This design comes from an exercise in tuning for small area, a short achievable clock period and few clock cycles on the open sky130 flow, not from production work.
At most, simulation tests tie the RTL to the original design; equivalence was not proved.
Power is estimated from default activity; no workload was simulated.

## Processor
module Processor #(parameter WIDTH = 32) (
    input  logic               i_clk,
    input  logic               i_reset,
    input  logic [WIDTH-1:0]   i_ReadData,
    output logic               o_memwrite,
    output logic [WIDTH-1:0]   o_WriteData,
    output logic [WIDTH-1:0]   o_Address);
    logic [31:0] rf [1:7];
    logic [15:0] pc;         
    logic        e_r, e_ld, e_st, e_bq;    
    logic        e_sub, e_and, e_or, e_slt;
    logic [2:0]  e_rd;                     
    logic [31:0] opA, opB;
    logic [15:0] e_tgt;                    
    logic       e_mem;                     
    wire [31:0] ea    = opA + {16'd0, e_tgt};
    wire [31:0] bop   = opB ^ {32{e_sub}};
    wire [31:0] sum   = opA + bop + {31'd0, e_sub};
    logic [31:0] res;
    always_comb begin
        if (e_and)      res = opA & opB;
        else if (e_or)  res = opA | opB;
        else if (e_slt) res = {31'd0, sum[31]};
  ...
Size in the first run: about 2000 cells after synthesis, about 330 flip-flops, roughly 99 I/O pins, ~21000 um^2 of cells after synthesis.
make LEC_CHECK=0 ABC_CLOCK_PERIOD_IN_PS=3000 CAP_MARGIN=20 CORE_MARGIN=2 CORE_UTILIZATION=40 SETUP_SLACK_MARGIN=3.6 SLEW_MARGIN=20 finish   # period 7.0 ns
run.sh (not shown) runs the stock make flow with config.mk's settings and CLKGATE_MAP_FILE= SYNTH_SCRIPT=/design/flow/synth_recipe.tcl, a recipe that flattens the netlist after the stock synthesis.
The baseline finished clean.
Rerun with:
- ABC_CLOCK_PERIOD_IN_PS: 3000 -> 3500
- SETUP_SLACK_MARGIN: 3.6 -> 3.0
Outcome: Flip-flop and latch count stays the same; non-clock buffer count decreases by 56; core utilization decreases by 3.5 points; clock skew hardly moves; first-iteration DRC count decreases by 12%; hold slack gets worse by 0.023 ns; final cell count decreases by 2.0%.
No functional check of the RTL was part of any run of this note.


The RTL this note starts from:
==> flow/design.v <==
module GP (
    input  logic a, b,
    output logic g, p);
    assign g = a & b;
    assign p = a ^ b;
endmodule
module GNode (
    input  logic gh, ph, gl,
    output logic g);
    assign g = gh | (ph & gl);
endmodule
module PGNode (
    input  logic gh, ph, gl, pl,
    output logic g, p);
    assign g = gh | (ph & gl);
    assign p = ph & pl;
endmodule
module Add32 (
    input  logic [31:0] a,
    input  logic [31:0] b,
    input  logic        cin,
    output logic [31:0] s);
    logic [31:0] g [0:5];
    logic [31:0] p [0:5];
    logic [31:0] g0, p0;
    genvar i, l;
    generate
        for (i = 0; i < 32; i++) begin : bit_gp
            GP gp (.a(a[i]), .b(b[i]), .g(g0[i]), .p(p0[i]));
        end
        GNode n0 (.gh(g0[0]), .ph(p0[0]), .gl(cin), .g(g[0][0]));
        assign p[0][0] = 1'b0;
        for (i = 1; i < 32; i++) begin : bit_in
            assign g[0][i] = g0[i];
            assign p[0][i] = p0[i];
        end
        for (l = 0; l < 5; l++) begin : lvl
            for (i = 0; i < 32; i++) begin : node
                if (((i >> l) & 1) == 0) begin : pass
                    assign g[l+1][i] = g[l][i];
                    assign p[l+1][i] = p[l][i];
                end else if (i < (2 << l)) begin : last
                    GNode n (.gh(g[l][i]), .ph(p[l][i]), .gl(g[l][((i >> l) << l) - 1]),
                             .g(g[l+1][i]));
                    assign p[l+1][i] = 1'b0;
                end else begin : mid
                    PGNode n (.gh(g[l][i]), .ph(p[l][i]), .gl(g[l][((i >> l) << l) - 1]),
                              .pl(p[l][((i >> l) << l) - 1]), .g(g[l+1][i]), .p(p[l+1][i]));
                end
            end
        end
    endgenerate
    assign s = p0 ^ {g[5][30:0], cin};
endmodule
module RdMux #(parameter WIDTH = 32) (
    input  logic [7:0]       sel,
    input  logic [WIDTH-1:0] f, r1, r2, r3, r4, r5, r6, r7,
    output logic [WIDTH-1:0] q);
    assign q = (f  & {WIDTH{sel[0]}}) | (r1 & {WIDTH{sel[1]}})
             | (r2 & {WIDTH{sel[2]}}) | (r3 & {WIDTH{sel[3]}})
             | (r4 & {WIDTH{sel[4]}}) | (r5 & {WIDTH{sel[5]}})
             | (r6 & {WIDTH{sel[6]}}) | (r7 & {WIDTH{sel[7]}});
endmodule
module Processor #(parameter WIDTH = 32) (
    input  logic               i_clk,
    input  logic               i_reset,
    input  logic [WIDTH-1:0]   i_ReadData,
    output logic               o_memwrite,
    output logic [WIDTH-1:0]   o_WriteData,
    output logic [WIDTH-1:0]   o_Address);
    logic [31:0] rf [1:7];
    logic [15:0] pc;         
    logic        m_ld, m_st, m;            
    logic [31:0] m_ea;                     
    logic [7:1]  m_we;                     
    logic        e_ld, e_st, e_bq;         
    logic        e_sub, e_and, e_or, e_slt;
    logic [7:1]  e_we;                     
    logic [7:1]  e_lw;                     
    logic [2:0]  e_rs, e_rt;
    logic [31:0] opA;
    logic [31:0] opB;                      
    logic [15:0] e_imm;                    
    logic [31:0] sum;
    Add32 add_alu (.a(opA), .b(opB), .cin(e_sub), .s(sum));
    wire         e_ar = ~(e_and | e_or | e_slt);
    wire [31:0]  lg   = ({32{e_and}} & (opA & opB)) | ({32{e_or}} & (opA | opB));
    wire [31:0]  res  = ({32{e_ar}} & sum) | lg | {31'd0, e_slt & sum[31]};
    wire        e_taken = ~m & e_bq & (opA == opB);
    wire [31:0] ea = opA + {16'd0, e_imm};
    wire [15:0] tgt = pc + e_imm;
    wire [31:0] wd   = ({32{~m & e_ar}} & sum) | ({32{~m}} & (lg | {31'd0, e_slt & sum[31]}))
                     | ({32{m}} & i_ReadData);
    wire [7:1]  w_oh = m ? m_we : e_we;
    wire [31:0] ins   = i_ReadData;
    wire [5:0]  op    = ins[31:26];
    wire [5:0]  funct = ins[5:0];
    wire [15:0] imm   = ins[15:0];
    wire        f_v   = ~m & ~e_taken;
    wire        is_r  = (op == 6'h00);
    wire        is_lb = (op == 6'h20);
    wire        is_sb = (op == 6'h28);
    wire        is_bq = (op == 6'h04);
    wire        is_j  = (op == 6'h02);
    wire        re = m | e_st;
    wire [2:0]  ra = m ? e_rs : ins[23:21];
    wire [2:0]  rb = re ? e_rt : ins[18:16];
    logic [7:0] sel_a, sel_b;
    always_comb begin
        sel_a[0] = 1'b0;
        sel_b[0] = 1'b0;
        for (int i = 1; i < 8; i++) begin
            sel_a[i] = ~w_oh[i] & (ra == i[2:0]);
            sel_b[i] = ~w_oh[i] & (rb == i[2:0]);
            sel_a[0] = sel_a[0] | (w_oh[i] & (ra == i[2:0]));
            sel_b[0] = sel_b[0] | (w_oh[i] & (rb == i[2:0]));
        end
    end
    logic [31:0] a, b;
    RdMux rd_a (.sel(sel_a), .f(wd), .r1(rf[1]), .r2(rf[2]), .r3(rf[3]), .r4(rf[4]),
                .r5(rf[5]), .r6(rf[6]), .r7(rf[7]), .q(a));
    RdMux rd_b (.sel(sel_b), .f(wd), .r1(rf[1]), .r2(rf[2]), .r3(rf[3]), .r4(rf[4]),
                .r5(rf[5]), .r6(rf[6]), .r7(rf[7]), .q(b));
    wire f_sub = is_r & ((funct == 6'h22) | (funct == 6'h2A));
    wire n_sub = re ? (m & e_sub) : f_sub;
    wire [15:0] pc1 = pc + 16'd1;
    always_ff @(posedge i_clk) begin
        if (i_reset) begin
            e_ld <= 1'b0;
            e_st <= 1'b0;
            e_bq <= 1'b0;
            e_we <= 7'd0;
            e_lw <= 7'd0;
        end else if (!m) begin
            if (!f_v) begin
                e_ld <= 1'b0;
                e_st <= 1'b0;
                e_bq <= 1'b0;
                e_we <= 7'd0;
                e_lw <= 7'd0;
            end else begin
                e_ld <= is_lb;
                e_st <= is_sb;
                e_bq <= is_bq;
                for (int i = 1; i < 8; i++) begin
                    e_we[i] <= is_r & (ins[13:11] == i[2:0]);
                    e_lw[i] <= is_lb & (ins[18:16] == i[2:0]);
                end
            end
        end
    end
    always_ff @(posedge i_clk) begin
        opA <= a;
        opB <= b ^ {32{n_sub}};
        if (!m) begin
            e_sub <= f_sub;
            e_and <= is_r & (funct == 6'h24);
            e_or  <= is_r & (funct == 6'h25);
            e_slt <= is_r & (funct == 6'h2A);
            e_imm <= imm;
            e_rt  <= ins[18:16];
        end
    end
    always_ff @(posedge i_clk) begin
        if (i_reset || m) begin
            m_ld <= 1'b0;
            m_st <= 1'b0;
            m    <= 1'b0;
        end else begin
            m_ld <= e_ld;
            m_st <= e_st;
            m    <= e_ld | e_st;
        end
    end
    always_ff @(posedge i_clk) begin
        m_ea <= ea;
        m_we <= e_lw;
        e_rs <= ins[23:21];      
    end
    always_ff @(posedge i_clk) begin
        if (i_reset)      pc <= 16'd0;
        else if (e_taken) pc <= tgt;
        else if (m)       pc <= pc;
        else if (is_j)    pc <= imm;
        else              pc <= pc1;
    end
    always_ff @(posedge i_clk) begin
        for (int i = 1; i < 8; i++)
            if (w_oh[i]) rf[i] <= wd;
    end
    assign o_memwrite  = m_st;
    assign o_WriteData = opB;
    assign o_Address   = m ? m_ea : {16'd0, pc};
endmodule
export LEC_CHECK = 0
export CAP_MARGIN = 20
export CORE_MARGIN = 2
export CORE_UTILIZATION = 40
export SETUP_SLACK_MARGIN = 3.4
export SLEW_MARGIN = 20
export SYNTH_HIERARCHICAL = 1
export SYNTH_MINIMUM_KEEP_SIZE = 0
create_clock -name core_clock -period 7.0 [get_ports {i_clk}]
Rerun with:
==> flow/flow/run.sh (new file) <==
#!/bin/bash
# The standard layout (the standard.sh, synthesis included, unchanged),
# except that the port buffers that buffer_ports inserts are buf_4 cells
# rather than the delay cells it picks by default.
set -euo pipefail
export BUFFER_PORTS_ARGS="-buffer_cell sky130_fd_sc_hd__buf_4"
bash standard.sh > standard.log 2>&1
==> flow/standard.sh (new file) <==
#!/bin/bash
# synth_recipe.tcl (not shown) runs the flow's synth.tcl, then flattens the netlist and writes it again
# the make line also repeats each setting of config.mk as NAME=value (left out here)
make -C /OpenROAD-flow-scripts/flow DESIGN_CONFIG=/design/flow/config.mk WORK_HOME=/design/flow/orfs CLKGATE_MAP_FILE= SYNTH_SCRIPT=/design/flow/synth_recipe.tcl "${@:-finish}"
removed: flow/run.sh
=>
- clock skew increases by 0.022 ns
- cell area decreases by 0.86%
- power increases by 2.1%
Function was not checked in any run of this note: the RTL went through the layout flow alone.


Processor, a different RTL version from the one above (not shown whole).
Size in the first run: roughly 390 flip-flops, roughly 99 I/O pins, ~20000 µm² of cells after synthesis.
Settings: LEC_CHECK=0, CAP_MARGIN=20, CORE_MARGIN=2, CORE_UTILIZATION=40, SETUP_SLACK_MARGIN=3.5, SLEW_MARGIN=20, SYNTH_HIERARCHICAL=1, SYNTH_MINIMUM_KEEP_SIZE=0; clock period 7.0 ns.
Stock flow here: none of the scripts above is used.
The starting point produced a clean layout.
Testbench counts at the start, summed over its fixed seeds: cycles 29,933.
Change:
SETUP_SLACK_MARGIN = 4.2   (was 3.5)
=> The changed run completed with no timing, DRC or antenna violations. Wire length came out higher by 14%. Clock-buffer cell count decreases by 9. Sequential cell count stays the same.
Change:
SETUP_SLACK_MARGIN = 3.8   (was 4.2)
After rerunning:
- The changed run completed with no timing, DRC or antenna violations
- clock skew drops by 0.019 ns
- synthesized area is unchanged
- wire length drops by 12%
- global-route usage drops by 2.3 points
- power drops by about 12%


Another version of the RTL of Processor (not shown whole).
Size in the first run: about 1900 cells after synthesis, ~99 I/O pins, about 21000 µm² of cells after synthesis.
Design Processor, start of the top module:
module Processor #(parameter WIDTH = 32) (
    input  logic               i_clk,
    input  logic               i_reset,
    input  logic [WIDTH-1:0]   i_ReadData,
    output logic               o_memwrite,
    output logic [WIDTH-1:0]   o_WriteData,
    output logic [WIDTH-1:0]   o_Address);
    logic [31:0] rf [1:7];
    logic [15:0] pc;         
    logic        m_ld, m_st, m;            
    logic [31:0] m_ea, m_sd;               
    logic [7:1]  m_we;                     
    logic        e_ld, e_st, e_bq;         
    logic        e_sub, e_and, e_or, e_slt;
    logic [7:1]  e_we;                     
    logic [7:1]  e_lw;                     
    logic [2:0]  e_rs, e_rt;
    logic [31:0] opA, opB;
    logic [15:0] e_tgt;                    
    wire [31:0] bop = opB ^ {32{e_sub}};
    logic [31:0] sum;
    logic        sum_c;
    Add32 add_alu (.a(opA), .b(bop), .cin(e_sub), .s(sum), .cout(sum_c));
    logic [31:0] res;
    always_comb begin
        if (e_and)      res = opA & opB;
        else if (e_or)  res = opA | opB;
        else if (e_slt) res = {31'd0, sum[31]};
        else            res = sum;
    end
    wire        e_taken = ~m & e_bq & (opA == opB);
    logic [15:0] ea_lo;
    logic        ea_c;
    Add16 add_ea (.a(opA[15:0]), .b(e_tgt), .cin(1'b0), .s(ea_lo), .cout(ea_c));
    wire [15:0] ea_hi1 = opA[31:16] + 16'd1;
    wire [31:0] ea     = {ea_c ? ea_hi1 : opA[31:16], ea_lo};
    wire [31:0] wd   = m ? i_ReadData : res;
    wire [7:1]  w_oh = m ? m_we : e_we;
    wire [31:0] ins   = i_ReadData;
    wire [5:0]  op    = ins[31:26];
    wire [5:0]  funct = ins[5:0];
  ...
==> flow/config.mk <==
export PLATFORM = sky130hd
export DESIGN_NAME = Processor
export DESIGN_NICKNAME = Processor
export VERILOG_FILES = /design/flow/design.v
export SDC_FILE = /design/flow/constraint.sdc
export NUM_CORES = 4
export LEC_CHECK = 0
export CAP_MARGIN = 20
export CORE_MARGIN = 2
export CORE_UTILIZATION = 40
export SETUP_SLACK_MARGIN = 3.5
export SLEW_MARGIN = 20
export SYNTH_HIERARCHICAL = 1
export SYNTH_MINIMUM_KEEP_SIZE = 0
==> flow/constraint.sdc <==
create_clock -name core_clock -period 7.0 [get_ports {i_clk}]
set_input_delay 1.4000 -clock core_clock [delete_from_list [all_inputs] [get_ports {i_clk}]]
set_output_delay 1.4000 -clock core_clock [all_outputs]
set_load 0.01 [all_outputs]
The first run went through all stages and came out clean.
Edit:
- SETUP_SLACK_MARGIN: 3.5 -> 3.0
Die area does not change.
Fmax goes down by about 0.37%.
Routed wire length climbs by 0.79%.
Setup slack is worse by 15 ps.
Area after synthesis stays the same.
Cell count decreases by 0.98%.
Total power fell by about 3.7%.
No functional check of the RTL was part of any run of this note.


Processor, a different RTL version from the one above (not shown whole).
Size: about 1800 cells after synthesis, ~390 flip-flops, roughly 99 I/O pins, ~20000 um^2 of cells after synthesis.
export LEC_CHECK = 0
export CAP_MARGIN = 20
export CORE_MARGIN = 2
export CORE_UTILIZATION = 40
export SETUP_SLACK_MARGIN = 3.9
export SLEW_MARGIN = 20
export SYNTH_HIERARCHICAL = 1
export SYNTH_MINIMUM_KEEP_SIZE = 0
create_clock -name core_clock -period 7.0 [get_ports {i_clk}]
standard.sh (not shown) runs the stock make flow with config.mk's settings and CLKGATE_MAP_FILE= SYNTH_SCRIPT=/design/flow/synth_recipe.tcl, a recipe that flattens the netlist after the stock synthesis.
==> flow/flow/run.sh <==
#!/bin/bash
# The standard layout (the standard.sh, synthesis included, unchanged),
# except that the port buffers that buffer_ports inserts are buf_4 cells
# rather than the delay cells it picks by default.
set -euo pipefail
export BUFFER_PORTS_ARGS="-buffer_cell sky130_fd_sc_hd__buf_4"
bash standard.sh > standard.log 2>&1
The baseline completed with no timing, DRC or antenna violations.
Testbench counts at the start, summed over its fixed seeds: cycles 29,933.
Edit:
--- a/flow/config.mk
+++ b/flow/config.mk
@@ -9,5 +9,5 @@
 export CORE_MARGIN = 2
 export CORE_UTILIZATION = 40
-export SETUP_SLACK_MARGIN = 3.9
+export SETUP_SLACK_MARGIN = 4.3
 export SLEW_MARGIN = 20
 export SYNTH_HIERARCHICAL = 1
The changed run went through all stages and came out clean.
Synthesized cell count does not change.
Register-to-register slack gets better by 0.06 ns.
Utilization rises by 3.3 points.
Clock-buffer cell count went down by 2.
Die area does not change.
Maximum frequency went up by 1.9%.
Final area came out higher by 6.9%.
Combinational power climbs by 26%.
Edit:
--- a/flow/config.mk
+++ b/flow/config.mk
@@ -8,6 +8,7 @@
 export CAP_MARGIN = 20
 export CORE_MARGIN = 2
-export CORE_UTILIZATION = 40
-export SETUP_SLACK_MARGIN = 4.3
+export CORE_UTILIZATION = 55
+export PLACE_DENSITY = 0.7
+export SETUP_SLACK_MARGIN = 4.1
 export SLEW_MARGIN = 20
 export SYNTH_HIERARCHICAL = 1
Area after synthesis does not change.
Global-route usage increases by 6.9 points.
Setup slack is better by 0.0057 ns.
Edit:
--- a/flow/config.mk
+++ b/flow/config.mk
@@ -8,7 +8,6 @@
 export CAP_MARGIN = 20
 export CORE_MARGIN = 2
-export CORE_UTILIZATION = 55
-export PLACE_DENSITY = 0.7
-export SETUP_SLACK_MARGIN = 4.1
+export CORE_UTILIZATION = 40
+export SETUP_SLACK_MARGIN = 4.2
 export SLEW_MARGIN = 20
 export SYNTH_HIERARCHICAL = 1
What happened:
- The changed run completed without violations
- total power went up by 4.4%
- first-iteration DRC count went down by 1.0%
- clock power hardly moves
- non-clock buffer count went up by 19
- worst setup slack got worse by 0.042 ns
- clock skew hardly moves
- flip-flop and latch count does not change
- global-route usage went down by 8.0 points

==> port drivers added, routing unchanged <==
The results above use ideal ports. As a check the final layouts listed here were re-extracted and re-timed, cells and wires unchanged.
Step 1 (the two cells are an assumption about what drives the block):
set clk [get_ports {i_clk}]
set_driving_cell -lib_cell sky130_fd_sc_hd__clkbuf_16 $clk
set_driving_cell -lib_cell sky130_fd_sc_hd__buf_2 [delete_from_list [all_inputs] $clk]
Step 2 adds t to the input delays and takes it off the output delays; t is the mean of the earliest and latest rising clock arrival at the registers after step 1. Input paths then give back, and output paths get back, about the clock's delay inside the block.
Three values: ideal ports, drivers, drivers and shift; two values: the first two.
run	t, ns	setup slack, ns	worst setup path at the end	worst register clock-pin slew, ns
the first run of note 1	0.615	2.374 / 2.313 / 2.928	register to output	0.06 / 0.06
the second run of note 1	0.611	2.375 / 2.313 / 2.534	input to register	0.07 / 0.07
the first run of note 2	0.604	3.518 / 3.470 / 2.963	input to register	0.07 / 0.07
the second run of note 2	0.629	3.472 / 3.415 / 3.236	input to register	0.07 / 0.07
the first run of note 3	0.631	3.522 / 3.526 / 2.912	input to register	0.06 / 0.06
the second run of note 3	0.637	3.888 / 3.834 / 3.601	input to register	0.07 / 0.07
the third run of note 3	0.627	3.829 / 3.774 / 3.315	input to register	0.06 / 0.06
the first run of note 4	0.639	3.048 / 3.048 / 2.989	input to register	0.06 / 0.06
the second run of note 4	0.641	3.033 / 2.976 / 2.579	input to register	0.07 / 0.07
the first run of note 5	0.633	3.908 / 3.908 / 3.393	input to register	0.06 / 0.06
the second run of note 5	0.641	3.966 / 3.966 / 3.516	input to register	0.07 / 0.07
the third run of note 5	0.625	3.971 / 3.971 / 3.502	input to register	0.06 / 0.06
the fourth run of note 5	0.634	3.930 / 3.930 / 3.563	input to register	0.07 / 0.07
After both steps every run listed still meets setup and hold. For the first run of note 3, which loses most, drivers alone change the setup slack by +0.004 ns; drivers and shift together by -0.610 ns.
